Background: an optimization exercise with open tools, aiming at small area and a short achievable clock period. Do not read the settings as production practice.
At most, simulation tests tie the RTL to the original design; equivalence was not proved.

==> build 68: inputs <==
// FIR_Top
module FIR_Top(input clk, input [7:0] Xin, H0, H1, H2, output reg [15:0] Yout);
==> flow/config.mk <==
export PLATFORM = sky130hd
export DESIGN_NAME = FIR_Top
export DESIGN_NICKNAME = FIR_Top
export VERILOG_FILES = /design/flow/design.v
export SDC_FILE = /design/flow/constraint.sdc
export NUM_CORES = 4
export LEC_CHECK = 0
export CAP_MARGIN = 20
export CORE_MARGIN = 2
export CORE_UTILIZATION = 60
export SETUP_SLACK_MARGIN = 4.0
export SLEW_MARGIN = 20
export SYNTH_HIERARCHICAL = 1
export SYNTH_MINIMUM_KEEP_SIZE = 0
export TNS_END_PERCENT = 0
==> flow/constraint.sdc <==
create_clock -name core_clock -period 9.5 [get_ports {clk}]
set_input_delay 1.9000 -clock core_clock [delete_from_list [all_inputs] [get_ports {clk}]]
set_output_delay 1.9000 -clock core_clock [all_outputs]
set_load 0.01 [all_outputs]
run.sh (not shown) runs the stock make flow with config.mk's settings and CLKGATE_MAP_FILE= SYNTH_SCRIPT=/design/flow/synth_recipe.tcl, a recipe that flattens the netlist after the stock synthesis.
==> inputs of trial 14, as changes to build 68 <==
Settings changed: CORE_UTILIZATION 60 to 40, SETUP_SLACK_MARGIN 4.0 to 3.5, TNS_END_PERCENT 0 to default.
==> notes <==
- In flip-flop and latch count, build 68 and trial 14 do not differ.
- In critical path depth, trial 14 and build 68 do not differ.
Function was not checked in any run of this note: the RTL went through the layout flow alone.

* * *

==> run D: inputs <==
FIR_Top, a different RTL version from the one above (not shown whole).
clock: 9.5 ns
lec_check: 0
cap_margin: 20
core_margin: 2
core_utilization: 60
setup_slack_margin: 4.5
slew_margin: 20
synth_hierarchical: 1
synth_minimum_keep_size: 0
tns_end_percent: 0
standard.sh (not shown) runs the stock make flow with config.mk's settings and CLKGATE_MAP_FILE= SYNTH_SCRIPT=/design/flow/synth_recipe.tcl, a recipe that flattens the netlist after the stock synthesis.
==> flow/flow/run.sh <==
#!/bin/bash
# Own flow: the standard layout (standard.sh, unchanged synthesis and steps),
# with the port buffers that global placement inserts made as the smallest
# plain buffer instead of the default; repair then upsizes them where timing needs it.
set -euo pipefail
export BUFFER_PORTS_ARGS="-buffer_cell sky130_fd_sc_hd__buf_1"
bash standard.sh > standard_make.log 2>&1
==> run M: changes against run D <==
==> flow/flow/run.sh (replaced) <==
#!/bin/bash
# Own flow: the standard layout (standard.sh: unchanged synthesis and steps) with
#  - the port buffers that global placement inserts made as the smallest plain buffer
#    (repair upsizes them where timing needs it), and
#  - ORFS's power-recovery pass after global routing (RECOVER_POWER), which downsizes
#    gates on paths that keep positive slack.
set -euo pipefail
export BUFFER_PORTS_ARGS="-buffer_cell sky130_fd_sc_hd__buf_1"
export RECOVER_POWER=100
bash standard.sh > standard_make.log 2>&1
Settings changed: SETUP_SLACK_MARGIN 4.5 to 4.2.
==> notes <==
Run D produced a clean layout. Run M finished with timing, DRC and antenna clean. In synthesized area, run M and run D do not differ. Of run D and run M, run D has the higher final cell count (gap about 2.2%, measured against run M). Between run M and run D, the lower register-to-register slack is in run M (gap 0.18 ns). Maximum frequency: run D is larger than run M (19%). Between run M and run D, the lower global-route usage is in run M (gap 2.2 points).

* * *

==> 07-21: inputs <==
FIR_Top again, from the RTL that the note above started with.
export LEC_CHECK = 0
export ABC_CLOCK_PERIOD_IN_PS = 1500
export CAP_MARGIN = 20
export CORE_MARGIN = 2
export CORE_UTILIZATION = 60
export SETUP_SLACK_MARGIN = 4.2
export SLEW_MARGIN = 20
export SYNTH_HIERARCHICAL = 1
export SYNTH_MINIMUM_KEEP_SIZE = 0
export TNS_END_PERCENT = 0
create_clock -name core_clock -period 9.5 [get_ports {clk}]
==> flow/flow/run.sh <==
#!/bin/bash
# Own flow: the standard layout (standard.sh, unchanged synthesis and steps),
# with the port buffers that global placement inserts made as the smallest
# plain buffer instead of the default; repair then upsizes them where timing needs it.
set -euo pipefail
export BUFFER_PORTS_ARGS="-buffer_cell sky130_fd_sc_hd__buf_1"
bash standard.sh > standard_make.log 2>&1
==> 12-18 (differences from 07-21) <==
==> flow/run.sh (new file) <==
#!/bin/bash
# synth_recipe.tcl (not shown) runs the flow's synth.tcl, then flattens the netlist and writes it again
# the make line also repeats each setting of config.mk as NAME=value (left out here)
make -C /OpenROAD-flow-scripts/flow DESIGN_CONFIG=/design/flow/config.mk WORK_HOME=/design/flow/orfs CLKGATE_MAP_FILE= SYNTH_SCRIPT=/design/flow/synth_recipe.tcl finish
- ABC_CLOCK_PERIOD_IN_PS: 1500 -> not set
- CORE_UTILIZATION: 60 -> 40
- SETUP_SLACK_MARGIN: 4.2 -> 5
removed: flow/flow/run.sh
removed: flow/standard.sh
==> 06-24 (differences from 07-21) <==
==> flow/run.sh (new file) <==
#!/bin/bash
# synth_recipe.tcl (not shown) runs the flow's synth.tcl, then flattens the netlist and writes it again
# the make line also repeats each setting of config.mk as NAME=value (left out here)
make -C /OpenROAD-flow-scripts/flow DESIGN_CONFIG=/design/flow/config.mk WORK_HOME=/design/flow/orfs CLKGATE_MAP_FILE= SYNTH_SCRIPT=/design/flow/synth_recipe.tcl finish
- ABC_CLOCK_PERIOD_IN_PS: 1500 -> not set
- CORE_UTILIZATION: 60 -> 40
- SETUP_SLACK_MARGIN: 4.2 -> 5
- TNS_END_PERCENT: 0 -> not set
removed: flow/flow/run.sh
removed: flow/standard.sh
==> 03-08 (differences from 07-21) <==
- ABC_CLOCK_PERIOD_IN_PS: 1500 -> not set
- CORE_UTILIZATION: 60 -> 75
==> comparison table <==
| quantity | 12-18 | 07-21 | 03-08 | 06-24 |
|---|---|---|---|---|
| Run status | timing/DRC/antenna clean | timing/DRC/antenna clean | timing/DRC/antenna clean | timing/DRC/antenna clean |
| Number of detailed-routing iterations run before antenna repair | 5 | 5 | 5 | 4 |
| Chip Height | 131.2 um | 107.8 um | 96.86 um | 131.2 um |
| Cell repeated most along the worst path | fa_1 | fa_1 | fa_1 | - |
| End-of-flow core utilization | 50.86% | 66.83% | 83.76% | 54.84% |
| Placed cells | 934 | 854 | 823 | 934 |
| Count of clock buffers in the final design | 6 | 6 | 6 | 5 |
| Setup WS pre-CTS | 2.891 ns | 3.136 ns | 3.077 ns | 3.014 ns |
| Placement Cell Area | 0.007197 mm2 | 0.006698 mm2 | 0.006659 mm2 | 0.007388 mm2 |
| Relative area of non-clock buffer cells in the final design | 12.05% | 4.817% | 4.374% | 14.47% |
| Reg2Reg Launch Point | Q1[8] | Q1[6] | Q2[8] | Q1[6] |
| Post-route insts no fill | 969 | 863 | 833 | 997 |

* * *

==> run K <==
Starting RTL as in the previous note.
Settings: LEC_CHECK=0, CAP_MARGIN=20, CORE_MARGIN=2, CORE_UTILIZATION=60, SETUP_SLACK_MARGIN=3.8, SLEW_MARGIN=20, SYNTH_HIERARCHICAL=1, SYNTH_MINIMUM_KEEP_SIZE=0, TNS_END_PERCENT=0; clock period 9.5 ns.
==> flow/flow/run.sh <==
#!/bin/bash
# Own flow: the standard layout (standard.sh, unchanged synthesis and steps),
# with the port buffers that global placement inserts made as the smallest
# plain buffer instead of the default; repair then upsizes them where timing needs it.
set -euo pipefail
export BUFFER_PORTS_ARGS="-buffer_cell sky130_fd_sc_hd__buf_1"
bash standard.sh > standard_make.log 2>&1
==> run X (differences from run K) <==
SETUP_SLACK_MARGIN = 4.8   (was 3.8)
==> comparison <==
In die area, run K and run X do not differ. Against run K, the worst setup slack of run X is better by 360 ps. In sequential cell count, run K and run X do not differ. In run X the fmax is larger than in run K, by about 7%.

* * *

==> run A: inputs <==
FIR_Top, a different RTL version from the one above (not shown whole).
==> flow/design.v (excerpt) <==
module FIR_Top(input clk, input [7:0] Xin, H0, H1, H2, output reg [15:0] Yout);
  reg [15:0] Q1;
  reg [15:0] Q2;
  wire a1 = ~(Xin[0] & H2[0]);
  wire a2 = ~(Xin[0] & H2[1]);
  wire a3 = ~(Xin[0] & H2[2]);
  wire a4 = ~(Xin[0] & H2[3]);
  wire a5 = ~(Xin[0] & H2[4]);
  wire a6 = ~(Xin[0] & H2[5]);
  wire a7 = ~(Xin[0] & H2[6]);
  wire a8 = ~(Xin[0] & H2[7]);
  wire a9 = ~(Xin[1] & H2[0]);
  wire a10 = ~(Xin[1] & H2[1]);
  wire a11 = ~(Xin[1] & H2[2]);
  wire a12 = ~(Xin[1] & H2[3]);
  wire a13 = ~(Xin[1] & H2[4]);
  wire a14 = ~(Xin[1] & H2[5]);
  wire a15 = ~(Xin[1] & H2[6]);
  wire a16 = ~(Xin[1] & H2[7]);
  wire a17 = ~(Xin[2] & H2[0]);
  wire a18 = ~(Xin[2] & H2[1]);
  wire a19 = ~(Xin[2] & H2[2]);
  wire a20 = ~(Xin[2] & H2[3]);
  wire a21 = ~(Xin[2] & H2[4]);
  wire a22 = ~(Xin[2] & H2[5]);
  wire a23 = ~(Xin[2] & H2[6]);
  wire a24 = ~(Xin[2] & H2[7]);
  wire a25 = ~(Xin[3] & H2[0]);
  wire a26 = ~(Xin[3] & H2[1]);
  wire a27 = ~(Xin[3] & H2[2]);
  wire a28 = ~(Xin[3] & H2[3]);
  wire a29 = ~(Xin[3] & H2[4]);
  wire a30 = ~(Xin[3] & H2[5]);
  wire a31 = ~(Xin[3] & H2[6]);
  wire a32 = ~(Xin[3] & H2[7]);
  wire a33 = ~(Xin[4] & H2[0]);
  wire a34 = ~(Xin[4] & H2[1]);
  wire a35 = ~(Xin[4] & H2[2]);
  wire a36 = ~(Xin[4] & H2[3]);
  wire a37 = ~(Xin[4] & H2[4]);
  wire a38 = ~(Xin[4] & H2[5]);
  wire a39 = ~(Xin[4] & H2[6]);
  wire a40 = ~(Xin[4] & H2[7]);
  wire a41 = ~(Xin[5] & H2[0]);
  wire a42 = ~(Xin[5] & H2[1]);
  wire a43 = ~(Xin[5] & H2[2]);
  wire a44 = ~(Xin[5] & H2[3]);
  wire a45 = ~(Xin[5] & H2[4]);
  wire a46 = ~(Xin[5] & H2[5]);
  wire a47 = ~(Xin[5] & H2[6]);
  wire a48 = ~(Xin[5] & H2[7]);
  wire a49 = ~(Xin[6] & H2[0]);
  wire a50 = ~(Xin[6] & H2[1]);
  wire a51 = ~(Xin[6] & H2[2]);
  wire a52 = ~(Xin[6] & H2[3]);
  wire a53 = ~(Xin[6] & H2[4]);
  wire a54 = ~(Xin[6] & H2[5]);
  wire a55 = ~(Xin[6] & H2[6]);
  wire a56 = ~(Xin[6] & H2[7]);
  wire a57 = ~(Xin[7] & H2[0]);
  wire a58 = ~(Xin[7] & H2[1]);
  wire a59 = ~(Xin[7] & H2[2]);
  wire a60 = ~(Xin[7] & H2[3]);
  wire a61 = ~(Xin[7] & H2[4]);
  wire a62 = ~(Xin[7] & H2[5]);
  wire a63 = ~(Xin[7] & H2[6]);
  wire a64 = ~(Xin[7] & H2[7]);
  wire s65;
  fir_xnor2 u65 (.a(a7), .b(a14), .y(s65));
  wire c66;
  fir_or2 u66 (.a(a7), .b(a14), .y(c66));
  ...
export LEC_CHECK = 0
export CAP_MARGIN = 20
export CORE_MARGIN = 2
export CORE_UTILIZATION = 60
export SETUP_SLACK_MARGIN = 4.2
export SLEW_MARGIN = 20
export SYNTH_HIERARCHICAL = 1
export SYNTH_MINIMUM_KEEP_SIZE = 0
export TNS_END_PERCENT = 0
create_clock -name core_clock -period 9.5 [get_ports {clk}]
Scripts as last shown in full above: flow/flow/run.sh
==> run P: changes against run A <==
PLACE_DENSITY = 0.9   (was unset)
==> out/results.txt <==
The pre-antenna-repair detailed-routing pass consisted of 4 iterations. In this run the worst path has a maximum fanout of 15. Using the TritonRoute via totals, the vias-per-cell ratio works out to 5.60. The data arrival at the endpoint of the critical path was 5.39 ns.

The post-cts sizing count is 18. In the finished layout, the clock tree contains a buffer count of 5. Routed length on met1: 4920 um. The critical path starts at Xin[4].

The run finished with no timing, DRC or antenna violations. Measured on the final layout, buffering overhead outside the clock network stands at 3.90%. The via count of the first global-routing pass was 5153.
-- figures above: run P

==> out/results.txt <==
The via count of the first global-routing pass came out at 4672. The cell at the root of the clock tree was sky130_fd_sc_hd__clkbuf_8. Data arrival at the endpoint of the critical path: 5.38 ns. The layout has 6 clock buffers.

Sequential cells placed in the final layout were counted as 48. The flow ran to the end and the layout has no timing, DRC or antenna violations. The portion of the layout cell area used by non-clock buffers is 4.67%, and the worst setup slack after placement is 3.88 ns. The first TritonRoute pass finished after 5 iterations. The post-cts sizing count came out at 1. The most critical setup path has its startpoint at H1[0]. Along the worst path, the maximum fanout reaches 8. The H-tree was split into 2 levels. Via-per-instance ratio: 5.40. The routed length on met1 was 5500 um.
-- figures above: run A

port drivers added, routing unchanged:
No port has a modelled driver above. Below, the same layouts with a new extraction and two added sets of constraints. Step 1 (the two cells are an assumption about what drives the block):
set clk [get_ports {clk}]
set_driving_cell -lib_cell sky130_fd_sc_hd__clkbuf_16 $clk
set_driving_cell -lib_cell sky130_fd_sc_hd__buf_2 [delete_from_list [all_inputs] $clk]
Step 2, shift: input delay + t, output delay - t, t = (earliest + latest rising clock arrival at the registers) / 2. This alone moves slack from input paths to output paths. Three values: ideal ports, drivers, drivers and shift; two values: the first two.
run	t, ns	slack for setup (ns)	pins driven straight from the clock port
build 68	0.359	3.683 / 3.694 / 3.334	1
trial 14	0.351	3.626 / 3.640 / 3.289	1
run D	0.348	4.457 / 4.461 / 4.113	1
run M	0.350	3.524 / 3.530 / 3.180	1
07-21	0.346	4.351 / 4.363 / 4.017	1
12-18	0.330	4.530 / 4.465 / 4.135	1
06-24	0.327	4.544 / 4.492 / 4.165	1
03-08	0.340	4.300 / 4.307 / 3.967	1
run K	0.348	4.107 / 4.120 / 3.772	1
run X	0.353	4.471 / 4.458 / 4.105	1
run A	0.330	4.352 / 4.356 / 4.026	1
run P	0.340	4.340 / 4.326 / 3.986	1
After both steps every run listed still meets setup and hold. For 12-18, which loses most, drivers alone change the setup slack by -0.065 ns; drivers and shift together by -0.395 ns.
